Background: an optimization exercise with open tools, aiming at small area. Do not read the settings as production practice.
The RTL was checked by simulation tests, not by an equivalence proof against the original design.
The clock input has no modelled driver; a real chip could not lean on it and would need a root buffer or a full tree.
Power figures rest on the tool's default switching activity, not on a simulated workload.

==> flow/design.v <==
module BCD (input [3:0] BINARY,
				output [6:0] SEGMENTS);
wire d0 = BINARY[0], d1 = BINARY[1], d2 = BINARY[2], d3 = BINARY[3];
assign SEGMENTS[0] = (d2 & ~d1 & ~d0) | (~d3 & ~d2 & ~d1 & d0);
assign SEGMENTS[1] = (d2 & ~d1 & d0) | (d2 & d1 & ~d0);
assign SEGMENTS[2] = (~d2 & d1 & ~d0);
assign SEGMENTS[3] = (d2 & ~d1 & ~d0) | (~d3 & ~d2 & ~d1 & d0) | (~d3 & d2 & d1 & d0);
assign SEGMENTS[4] = (d0) | (d2 & ~d1);
assign SEGMENTS[5] = (~d2 & d1) | (~d3 & ~d2 & d0) | (~d3 & d1 & d0);
assign SEGMENTS[6] = (~d3 & ~d2 & ~d1) | (~d3 & d2 & d1 & d0);
endmodule
module Digit_Converter (input [3:0] Tens,				 
								input [3:0] Units,			 
								output [13:0] Distance);		 
BCD DUT1(.BINARY(Tens),
			.SEGMENTS(Distance[13:7]));
BCD DUT2(.BINARY(Units),
			.SEGMENTS(Distance[6:0]));
endmodule
module CLK_Divider (input CLK,				 
						  input RST,				 
						  input Cycle_Odd,		 
						  output T_Tick);			 
reg [2:0] Counter;		 
assign T_Tick = Counter[2] && !Cycle_Odd;
always@(posedge CLK)
	if(!RST)
		Counter <= 0;
	else
		if(Counter[2])
			Counter <= 0;
		else
			Counter <= Counter + 1;
endmodule
module Sensor_Controller (input CLK,							 
								  input EN,								 
								  input RST,							 
								  input Echo,							 
								  output reg Trigger,				 
								  								  output reg [3:0] Tens,			 
								  output reg [3:0] Units);		 
reg [4:0] R;
reg [6:0] Q_Hi;
reg [1:0] H;
reg [3:0] T, U;
wire Q_Inc   = R[4] & R[3];								 
wire U_Nine  = U[3] & U[0];
wire T_Nine  = T[3] & T[0];
wire Q_Wrap  = H[1] & T[2] & T[0] & U[2] & U[0];		 
wire C_Last  = Q_Hi[6] & Q_Hi[1] & Q_Hi[0] & T[3] & U[3] & U[0] & R[2];	 
always@(posedge CLK)
	if(!RST)
		begin
			R <= 0; Q_Hi <= 0; H <= 0; T <= 0; U <= 0;
			Trigger <= 0;
			Tens <= 0; Units <= 0;
		end
	else if(EN)
		begin
			Trigger <= C_Last;
			if(Echo)
				begin
					Tens <= T | {4{H != 0}};
					Units <= U | {4{H != 0}};
				end
			if(C_Last)
				begin
					R <= 0; Q_Hi <= 0; H <= 0; T <= 0; U <= 0;
				end
			else
				begin
					R <= Q_Inc ? {2'b00, R[2:0]} : R + 5'd5;
					if(Q_Inc)
						begin
							if(Q_Wrap)
								begin
									H <= 0; T <= 0; U <= 0;
									Q_Hi <= Q_Hi + 1;
								end
							else if(U_Nine)
								begin
									U <= 0;
									if(T_Nine)
										begin
											T <= 0;
											H <= H + 1;
										end
									else
										T <= T + 1;
								end
							else
								U <= U + 1;
						end
				end
		end
endmodule
module Sound_Generator (input CLK,					 
								input RST,					 
								input Far,					 
								output Sound_Data,		 
								output XCLK,				 
								output BCLK,				 
								output DACLRCK,			 
								output Cycle_Odd);		 
reg [12:0] Counter;
always@(posedge CLK)
	if(!RST)
		Counter <= 0;
	else
		Counter <= Counter + 1;
assign Sound_Data = Far ? 1'b0 : Counter[12];
assign XCLK = Counter[1];
assign BCLK = Counter[3];
assign DACLRCK = Counter[8];
assign Cycle_Odd = Counter[0];
endmodule
module CodecConfigurator
(
	input CLK,
	input RST,				 
	input inTick,
	output sdaLow,
	output sclLow
);
	reg [6:0] pos;			 
	reg [2:0] write;		 
	wire [4:0] slot = pos[6:2];
	wire [1:0] phase = pos[1:0];
	wire gapEnd = slot[4] & slot[3] & slot[2] & phase[0];		 
	wire bytesEnd = (pos == 7'd107);
	wire done = write[2] & write[1] & gapEnd;
	always @(posedge CLK)
		if (!RST)
		begin
			pos <= 7'd110;
			write <= 3'd0;
		end
		else if (inTick && !done)
		begin
			pos <= gapEnd ? 7'd0 : pos + 1'b1;
			if (bytesEnd) write <= write + 1'b1;
		end
	reg [26:0] lowBits;
	always @*
		case (write)
			3'd0: lowBits = 27'b011011111011101111001010011;
			3'd1: lowBits = 27'b010111101010001111001010011;
			3'd2: lowBits = 27'b001111111010110111001010011;
			3'd3: lowBits = 27'b001100011011001111001010011;
			3'd4: lowBits = 27'b000010111011111111001010011;
			3'd5: lowBits = 27'b000010111010111111001010011;
			default: lowBits = 27'bx;
		endcase
	wire inGap = slot[4] & slot[3] & (slot[2] | (slot[1] & slot[0]));	 
	assign sdaLow = inGap ? (~slot[0] | ~phase[1]) : lowBits[slot];
	assign sclLow = inGap ? ((slot[0] ^ phase[0]) & ~phase[1]) : ~(phase[0] ^ phase[1]);
endmodule
module Security_Top (input CLK,						 
							input RST,						 
							output XCLK,					 
							output BCLK,					 
							output DACLRCK,				 
							input Echo_Sig,				 
							output Trigger_Sig,			 
							output [13:0] Distance,		 
							output Sound_Data,			 
							output I2C_Data_Low,			 
							output I2C_Clock_Low);		 
wire T_Tick;					 
wire Cycle_Odd;				 
wire Far;						 
wire [3:0] Tens, Units;		 
Sound_Generator DUT5(.CLK(CLK),
							.RST(RST),
							.Far(Far),
							.Sound_Data(Sound_Data),
							.XCLK(XCLK),
							.BCLK(BCLK),
							.DACLRCK(DACLRCK),
							.Cycle_Odd(Cycle_Odd));
CLK_Divider DUT1(.CLK(CLK),
					  .RST(RST),
					  .Cycle_Odd(Cycle_Odd),
					  .T_Tick(T_Tick));
Sensor_Controller DUT2(.CLK(CLK),
							  .EN(T_Tick),
							  .RST(RST),
							  .Trigger(Trigger_Sig),
							  .Echo(Echo_Sig),
							  .Tens(Tens),
							  .Units(Units));
assign Far = Tens[3] & Tens[2];
Digit_Converter DUT3(.Tens(Tens),
							.Units(Units),
							.Distance(Distance));
CodecConfigurator DUT6(.CLK(CLK),
							  .RST(RST),
							  .inTick(T_Tick & ~Far),
							  .sdaLow(I2C_Data_Low),
							  .sclLow(I2C_Clock_Low));
endmodule
export LEC_CHECK = 0
export CAP_MARGIN = 20
export CORE_MARGIN = 2
export CORE_UTILIZATION = 40
export SLEW_MARGIN = 20
create_clock -name core_clock -period 30.0 [get_ports {CLK}]
standard.sh (not shown) runs the stock make flow with config.mk's settings and CLKGATE_MAP_FILE= SYNTH_SCRIPT=/design/flow/synth_recipe.tcl, a recipe that flattens the netlist after the stock synthesis.
==> flow/flow/run.sh <==
#!/bin/bash
# Own layout flow: the standard synthesis, then the combinational logic
# between the registers is mapped again by ABC for area (the registers, their
# names and cell types stay as the standard synthesis made them), then
# the standard layout steps from floorplan to finish.
set -euo pipefail
W=$PWD
R=$W/orfs/results/$FLOW_PLATFORM/Security_Top/base
YOSYS=yosys
if [[ -x $FLOW_HOME/../tools/install/yosys/bin/yosys ]]; then YOSYS=$FLOW_HOME/../tools/install/yosys/bin/yosys; fi
LIB=$FLOW_HOME/platforms/$FLOW_PLATFORM/lib/sky130_fd_sc_hd__tt_025C_1v80.lib

MAKE_VARS=(
  "BUFFER_PORTS_ARGS=-buffer_cell sky130_fd_sc_hd__buf_1"
  "CTS_ARGS=-sink_clustering_enable -repair_clock_nets -dont_use_dummy_load -sink_clustering_size 64 -sink_clustering_max_diameter 1000 -buf_list sky130_fd_sc_hd__clkbuf_4"
)

# 1. standard synthesis (netlist only)
bash standard.sh "$R/1_2_yosys.v" > "$W/1_standard_synth.log" 2>&1
cp "$R/1_2_yosys.v" "$W/standard_netlist.v"

# 2. area re-mapping of the combinational logic
sed -e "s|@LIB@|$LIB|g" -e "s|@IN@|$W/standard_netlist.v|g" -e "s|@OUT@|$W/remapped_netlist.v|g" \
    -e "s|@SCRIPT@|$W/flow/area.abc|g" -e "s|@TOP@|$FLOW_TOP|g" "$W/flow/remap.ys" > "$W/remap.ys"
"$YOSYS" -s "$W/remap.ys" > "$W/2_remap.log" 2>&1
cp "$W/remapped_netlist.v" "$R/1_2_yosys.v"
touch "$R/1_2_yosys.v"

# 3. standard layout from the remapped netlist
bash standard.sh "${MAKE_VARS[@]}" finish > "$W/3_layout.log" 2>&1
==> flow/flow/area.abc <==
strash
&get -n
&deepsyn -T 20
&put
dch -f
amap
topo
==> flow/flow/remap.ys <==
# Re-map the combinational cells of the standard netlist for area.
read_liberty -ignore_miss_func @LIB@
read_verilog @IN@
# registers and tie cells stay as they are
blackbox sky130_fd_sc_hd__dfxtp_1 sky130_fd_sc_hd__dfxtp_2 sky130_fd_sc_hd__dfxtp_4 sky130_fd_sc_hd__dfrtp_1 sky130_fd_sc_hd__dfstp_1 sky130_fd_sc_hd__edfxtp_1 sky130_fd_sc_hd__dfxbp_1 sky130_fd_sc_hd__dfrbp_1 sky130_fd_sc_hd__dfsbp_1 sky130_fd_sc_hd__conb_1
hierarchy -top @TOP@
flatten
opt_clean -purge
abc -liberty @LIB@ -script @SCRIPT@ -dont_use sky130_fd_sc_hd__lpflow* -dont_use sky130_fd_sc_hd__probe*
opt_clean -purge
hilomap -singleton -hicell sky130_fd_sc_hd__conb_1 HI -locell sky130_fd_sc_hd__conb_1 LO
splitnets
opt_clean -purge
insbuf -buf sky130_fd_sc_hd__buf_4 A X
opt_clean -purge
stat -liberty @LIB@
select @TOP@
write_verilog -noattr -noexpr -nohex -nodec -selected @OUT@
The starting point finished clean.
Edit:
--- a/flow/design.v
+++ b/flow/design.v
@@ -1,22 +1,29 @@
 module BCD (input [3:0] BINARY,
-				output [6:0] SEGMENTS);
-wire d0 = BINARY[0], d1 = BINARY[1], d2 = BINARY[2], d3 = BINARY[3];
-assign SEGMENTS[0] = (d2 & ~d1 & ~d0) | (~d3 & ~d2 & ~d1 & d0);
-assign SEGMENTS[1] = (d2 & ~d1 & d0) | (d2 & d1 & ~d0);
-assign SEGMENTS[2] = (~d2 & d1 & ~d0);
-assign SEGMENTS[3] = (d2 & ~d1 & ~d0) | (~d3 & ~d2 & ~d1 & d0) | (~d3 & d2 & d1 & d0);
-assign SEGMENTS[4] = (d0) | (d2 & ~d1);
-assign SEGMENTS[5] = (~d2 & d1) | (~d3 & ~d2 & d0) | (~d3 & d1 & d0);
-assign SEGMENTS[6] = (~d3 & ~d2 & ~d1) | (~d3 & d2 & d1 & d0);
-endmodule
-module Digit_Converter (input [3:0] Tens,				 
+				output reg [6:0] SEGMENTS);
+always@(*)
+	case(BINARY)
+		0:SEGMENTS=7'b1000000;
+		1:SEGMENTS=7'b1111001;
+		2:SEGMENTS=7'b0100100;
+		3:SEGMENTS=7'b0110000;
+		4:SEGMENTS=7'b0011001;
+		5:SEGMENTS=7'b0010010;
+		6:SEGMENTS=7'b0000010;
+		7:SEGMENTS=7'b1111000;
+		8:SEGMENTS=7'b0000000;
+		9:SEGMENTS=7'b0010000;
+		default:SEGMENTS=7'bxxxxxxx;
+	endcase
+endmodule
+module Digit_Converter (input Far,						 
+								input [3:0] Tens,				 
 								input [3:0] Units,			 
 								output [13:0] Distance);		 
-BCD DUT1(.BINARY(Tens),
+BCD DUT1(.BINARY(Far ? 4'd9 : Tens),
 			.SEGMENTS(Distance[13:7]));
-BCD DUT2(.BINARY(Units),
+BCD DUT2(.BINARY(Far ? 4'd9 : Units),
 			.SEGMENTS(Distance[6:0]));
 endmodule
 module CLK_Divider (input CLK,				 
 						  input RST,				 
 						  input Cycle_Odd,		 
@@ -35,11 +42,12 @@
 module Sensor_Controller (input CLK,							 
 								  input EN,								 
 								  input RST,							 
 								  input Echo,							 
 								  output reg Trigger,				 
-								  								  output reg [3:0] Tens,			 
+								  output reg Far,					 
+								  output reg [3:0] Tens,			 
 								  output reg [3:0] Units);		 
 reg [4:0] R;
 reg [6:0] Q_Hi;
 reg [1:0] H;
 reg [3:0] T, U;
@@ -51,19 +59,20 @@
 always@(posedge CLK)
 	if(!RST)
 		begin
 			R <= 0; Q_Hi <= 0; H <= 0; T <= 0; U <= 0;
 			Trigger <= 0;
-			Tens <= 0; Units <= 0;
+			Far <= 0; Tens <= 0; Units <= 0;
 		end
 	else if(EN)
 		begin
 			Trigger <= C_Last;
 			if(Echo)
 				begin
-					Tens <= T | {4{H != 0}};
-					Units <= U | {4{H != 0}};
+					Far <= H != 0;
+					Tens <= T;
+					Units <= U;
 				end
 			if(C_Last)
 				begin
 					R <= 0; Q_Hi <= 0; H <= 0; T <= 0; U <= 0;
 				end
@@ -185,14 +194,15 @@
 Sensor_Controller DUT2(.CLK(CLK),
 							  .EN(T_Tick),
 							  .RST(RST),
 							  .Trigger(Trigger_Sig),
 							  .Echo(Echo_Sig),
+							  .Far(Far),
 							  .Tens(Tens),
 							  .Units(Units));
-assign Far = Tens[3] & Tens[2];
-Digit_Converter DUT3(.Tens(Tens),
+Digit_Converter DUT3(.Far(Far),
+							.Tens(Tens),
 							.Units(Units),
 							.Distance(Distance));
 CodecConfigurator DUT6(.CLK(CLK),
 							  .RST(RST),
 							  .inTick(T_Tick & ~Far),
What happened: The changed run passed the timing, DRC and antenna checks. Wire length decreases by 0.31%. Die area increases by about 1.6%. Fmax decreases by 4.2%. Sequential power increases by about 3.6%. Setup slack got worse by 0.36 ns. Clock-buffer cell count does not change. Global-route usage increases by 0.44 points. Cell area increases by about 1.6%. Via count increases by 1.2%. Synthesized cell count increases by 4.5%. Power increases by about 4%. Worst hold slack improved by 0.0048 ns.

========
Another version of the RTL of Security_Top (not shown whole).
For scale: roughly 260 cells after synthesis, about 24 I/O pins, about 2200 um^2 of cells after synthesis.
==> module Sensor_Controller, before the edit <==
module Sensor_Controller (input CLK,							 
								  input EN,								 
								  input RST,							 
								  input Echo,							 
								  output reg Trigger,				 
								  output reg [3:0] Tens,			 
								  output reg [3:0] Units);		 
reg [4:0] R;
reg [3:0] E;
reg [4:0] T;			 
reg [3:0] U;			 
wire [3:0] U_Inc = {(U[3]) | (U[2] & U[1] & U[0]), (U[2] & ~U[0]) | (U[2] & ~U[1]) | (~U[2] & U[1] & U[0]), (~U[1] & U[0]) | (U[1] & ~U[0]), (~U[0])};	 
wire U_Nine  = (U[3] & U[0]);
wire U_Five  = U[2] & U[0];				 
wire Q_Inc   = R[4] & R[3];								 
wire Q_Wrap  = T[4] & T[3] & T[0] & U_Five;				 
wire E_Last  = ~R[2] & ~R[1] & ~R[0];					 
wire C_Last  = E[3] & E[2] & E[0] & T[3] & U[3] & ~R[3] & R[2] & R[1] & ~R[0];
wire Far_Now = T[4] | (T[3] & (T[2] | T[1]));			 
wire Clr = !RST | (EN & C_Last);
always@(posedge CLK)
	if(Clr)
		begin
			R <= 0; E <= 0; T <= 0; U <= 0;
		end
	else if(EN)
		begin
			R <= Q_Inc ? {2'b00, R[2:0]} : R + 5'd5;
			if(Q_Inc)
				begin
					if(Q_Wrap)
						begin
							T <= 0; U <= 0;
							if(E_Last)
								E <= E + 1;
						end
					else if(U_Nine)
						begin
							U <= 0;
							T <= T + 1;
						end
					else
						U <= U_Inc;
				end
		end
always@(posedge CLK)
	if(!RST)
		begin
			Trigger <= 0;
			Tens <= 0; Units <= 0;
		end
	else if(EN)
		begin
			Trigger <= C_Last;
			if(Echo)
				begin
					Tens <= T[3:0] | {4{Far_Now}};
					Units <= U | {4{Far_Now}};
				end
		end
endmodule
==> flow/config.mk <==
export PLATFORM = sky130hd
export DESIGN_NAME = Security_Top
export DESIGN_NICKNAME = Security_Top
export VERILOG_FILES = /design/flow/design.v
export SDC_FILE = /design/flow/constraint.sdc
export NUM_CORES = 4
export LEC_CHECK = 0
export CAP_MARGIN = 20
export CORE_MARGIN = 2
export CORE_UTILIZATION = 40
export SLEW_MARGIN = 20
==> flow/constraint.sdc <==
create_clock -name core_clock -period 30.0 [get_ports {CLK}]
set_input_delay 6.0000 -clock core_clock [delete_from_list [all_inputs] [get_ports {CLK}]]
set_output_delay 6.0000 -clock core_clock [all_outputs]
set_load 0.01 [all_outputs]
==> flow/flow/run.sh <==
#!/bin/bash
# Own layout flow: the standard synthesis, then the combinational logic
# between the registers is mapped again by ABC for area (the registers, their
# names and cell types stay as the standard synthesis made them), then
# the standard layout steps from floorplan to finish.
set -euo pipefail
W=$PWD
R=$W/orfs/results/$FLOW_PLATFORM/Security_Top/base
YOSYS=yosys
if [[ -x $FLOW_HOME/../tools/install/yosys/bin/yosys ]]; then YOSYS=$FLOW_HOME/../tools/install/yosys/bin/yosys; fi
LIB=$FLOW_HOME/platforms/$FLOW_PLATFORM/lib/sky130_fd_sc_hd__tt_025C_1v80.lib

MAKE_VARS=(
  "BUFFER_PORTS_ARGS=-buffer_cell sky130_fd_sc_hd__buf_1"
  "PRE_CTS_TCL=$W/flow/manual_cts.tcl"
  "MANUAL_CTS_NET=CLK"
  "MANUAL_CTS_BUF=sky130_fd_sc_hd__clkbuf_8"
  "MANUAL_CTS_N=4"
)

# 1. standard synthesis (netlist only)
bash standard.sh "$R/1_2_yosys.v" > "$W/1_standard_synth.log" 2>&1
cp "$R/1_2_yosys.v" "$W/standard_netlist.v"

# 2. area re-mapping of the combinational logic: several ABC runs (two
#    mappers, four seeds), keeping the smallest result
best=""
best_area=""
for batch in "1 2" "3 4"; do
  for seed in $batch; do
    for mapper in amap nf; do
      tag=${mapper}_$seed
      sed -e "s|@SEED@|$seed|g" "$W/flow/area_$mapper.abc" > "$W/area_$tag.abc"
      sed -e "s|@LIB@|$LIB|g" -e "s|@IN@|$W/standard_netlist.v|g" -e "s|@OUT@|$W/remapped_$tag.v|g" \
          -e "s|@SCRIPT@|$W/area_$tag.abc|g" -e "s|@TOP@|$FLOW_TOP|g" "$W/flow/remap.ys" > "$W/remap_$tag.ys"
      "$YOSYS" -s "$W/remap_$tag.ys" > "$W/2_remap_$tag.log" 2>&1 &
    done
  done
  wait
done
for log in "$W"/2_remap_*.log; do
  tag=${log##*/2_remap_}
  tag=${tag%.log}
  area=$(grep "Chip area for module" "$log" | tail -1 | awk '{print $NF}')
  [[ -n $area && -s $W/remapped_$tag.v ]] || continue
  if [[ -z $best_area ]] || awk -v a="$area" -v b="$best_area" 'BEGIN { exit !(a < b) }'; then
    best=$tag
    best_area=$area
  fi
done
echo "remap: kept $best, area $best_area" > "$W/2_remap_choice.log"
cp "$W/remapped_$best.v" "$R/1_2_yosys.v"
touch "$R/1_2_yosys.v"

# 3. standard layout from the remapped netlist
bash standard.sh "${MAKE_VARS[@]}" finish > "$W/3_layout.log" 2>&1
Scripts as last shown in full above: flow/flow/remap.ys
Other scripts of this flow, unchanged in this note and not shown: flow/flow/area_amap.abc, flow/flow/area_nf.abc, flow/flow/manual_cts.tcl
Then changed:
--- a/flow/design.v
+++ b/flow/design.v
@@ -41,20 +41,23 @@
 								  output reg [3:0] Units);		 
 reg [4:0] R;
-reg [3:0] E;
-reg [4:0] T;			 
-reg [3:0] U;			 
+reg [6:0] Q_Hi;
+reg [1:0] H;			 
+reg [3:0] T, U;
 wire [3:0] U_Inc = {(U[3]) | (U[2] & U[1] & U[0]), (U[2] & ~U[0]) | (U[2] & ~U[1]) | (~U[2] & U[1] & U[0]), (~U[1] & U[0]) | (U[1] & ~U[0]), (~U[0])};	 
+wire [3:0] T_Inc = {(T[3]) | (T[2] & T[1] & T[0]), (T[2] & ~T[0]) | (T[2] & ~T[1]) | (~T[2] & T[1] & T[0]), (~T[1] & T[0]) | (T[1] & ~T[0]), (~T[0])};	 
 wire U_Nine  = (U[3] & U[0]);
+wire T_Nine  = (T[3] & T[0]);
 wire U_Five  = U[2] & U[0];				 
+wire T_Five  = T[2] & T[0];				 
+wire T_Eight = T[3];						 
 wire Q_Inc   = R[4] & R[3];								 
-wire Q_Wrap  = T[4] & T[3] & T[0] & U_Five;				 
-wire E_Last  = ~R[2] & ~R[1] & ~R[0];					 
-wire C_Last  = E[3] & E[2] & E[0] & T[3] & U[3] & ~R[3] & R[2] & R[1] & ~R[0];
-wire Far_Now = T[4] | (T[3] & (T[2] | T[1]));			 
+wire Q_Wrap  = H[1] & T_Five & U_Five;					 
+wire C_Last  = Q_Hi[6] & Q_Hi[1] & Q_Hi[0] & T_Eight & U_Nine & R[2];	 
+wire Far_Now = H[0];
 wire Clr = !RST | (EN & C_Last);
 always@(posedge CLK)
 	if(Clr)
 		begin
-			R <= 0; E <= 0; T <= 0; U <= 0;
+			R <= 0; Q_Hi <= 0; H <= 0; T <= 0; U <= 0;
 		end
 	else if(EN)
@@ -65,12 +68,17 @@
 					if(Q_Wrap)
 						begin
-							T <= 0; U <= 0;
-							if(E_Last)
-								E <= E + 1;
+							H <= 0; T <= 0; U <= 0;
+							Q_Hi <= Q_Hi + 1;
 						end
 					else if(U_Nine)
 						begin
 							U <= 0;
-							T <= T + 1;
+							if(T_Nine)
+								begin
+									T <= 0;
+									H <= {H[0], 1'b1};
+								end
+							else
+								T <= T_Inc;
 						end
 					else
@@ -89,5 +97,5 @@
 			if(Echo)
 				begin
-					Tens <= T[3:0] | {4{Far_Now}};
+					Tens <= T | {4{Far_Now}};
 					Units <= U | {4{Far_Now}};
 				end
What happened:
- The changed run completed without violations
- final area came out higher by a few percent
- die area came out higher by a few percent
- sequential share of layout area came out higher by 1.7 points
- combinational power came out higher by a few percent
- first-iteration DRC count came out lower by roughly a tenth
- register-to-register slack is worse by 0.14 ns
- total power came out higher by a little under a tenth
- hold slack is worse by 0.014 ns
- critical path depth is unchanged
In every run of this note, the design's own scripts or RTL, not TritonCTS, make the clock network.

re-timing with driven ports:
The results above use ideal ports. As a check the final layouts listed here were re-extracted and re-timed, cells and wires unchanged. Step 1: set_driving_cell puts a clkbuf_16 on CLK and a buf_2 on each other input, an assumption about the parent block. Step 2 also shifts input and output timing later by t, the mid clock arrival at the registers, as if the neighbouring blocks saw the same clock. Slacks: ideal / step 1 / step 2; pairs: ideal / step 1.
run	shift t [ns]	slack for setup (ns)	worst setup path after step 2	worst register clock-pin slew, ns
the first run of note 1	0.398	21.860 / 21.862 / 21.464	input to register	0.09 / 0.09
the second run of note 1	0.405	21.502 / 21.475 / 21.880	register to output	0.11 / 0.11
the first run of note 2	0.199	22.218 / 22.163 / 22.362	register to output	0.10 / 0.10
the second run of note 2	0.199	22.230 / 22.176 / 22.375	register to output	0.10 / 0.10
After both steps setup and hold are still met in every run listed. The setup slack of the first run of note 1, which loses most, moves by +0.002 ns with the drivers and by -0.396 ns with both steps.
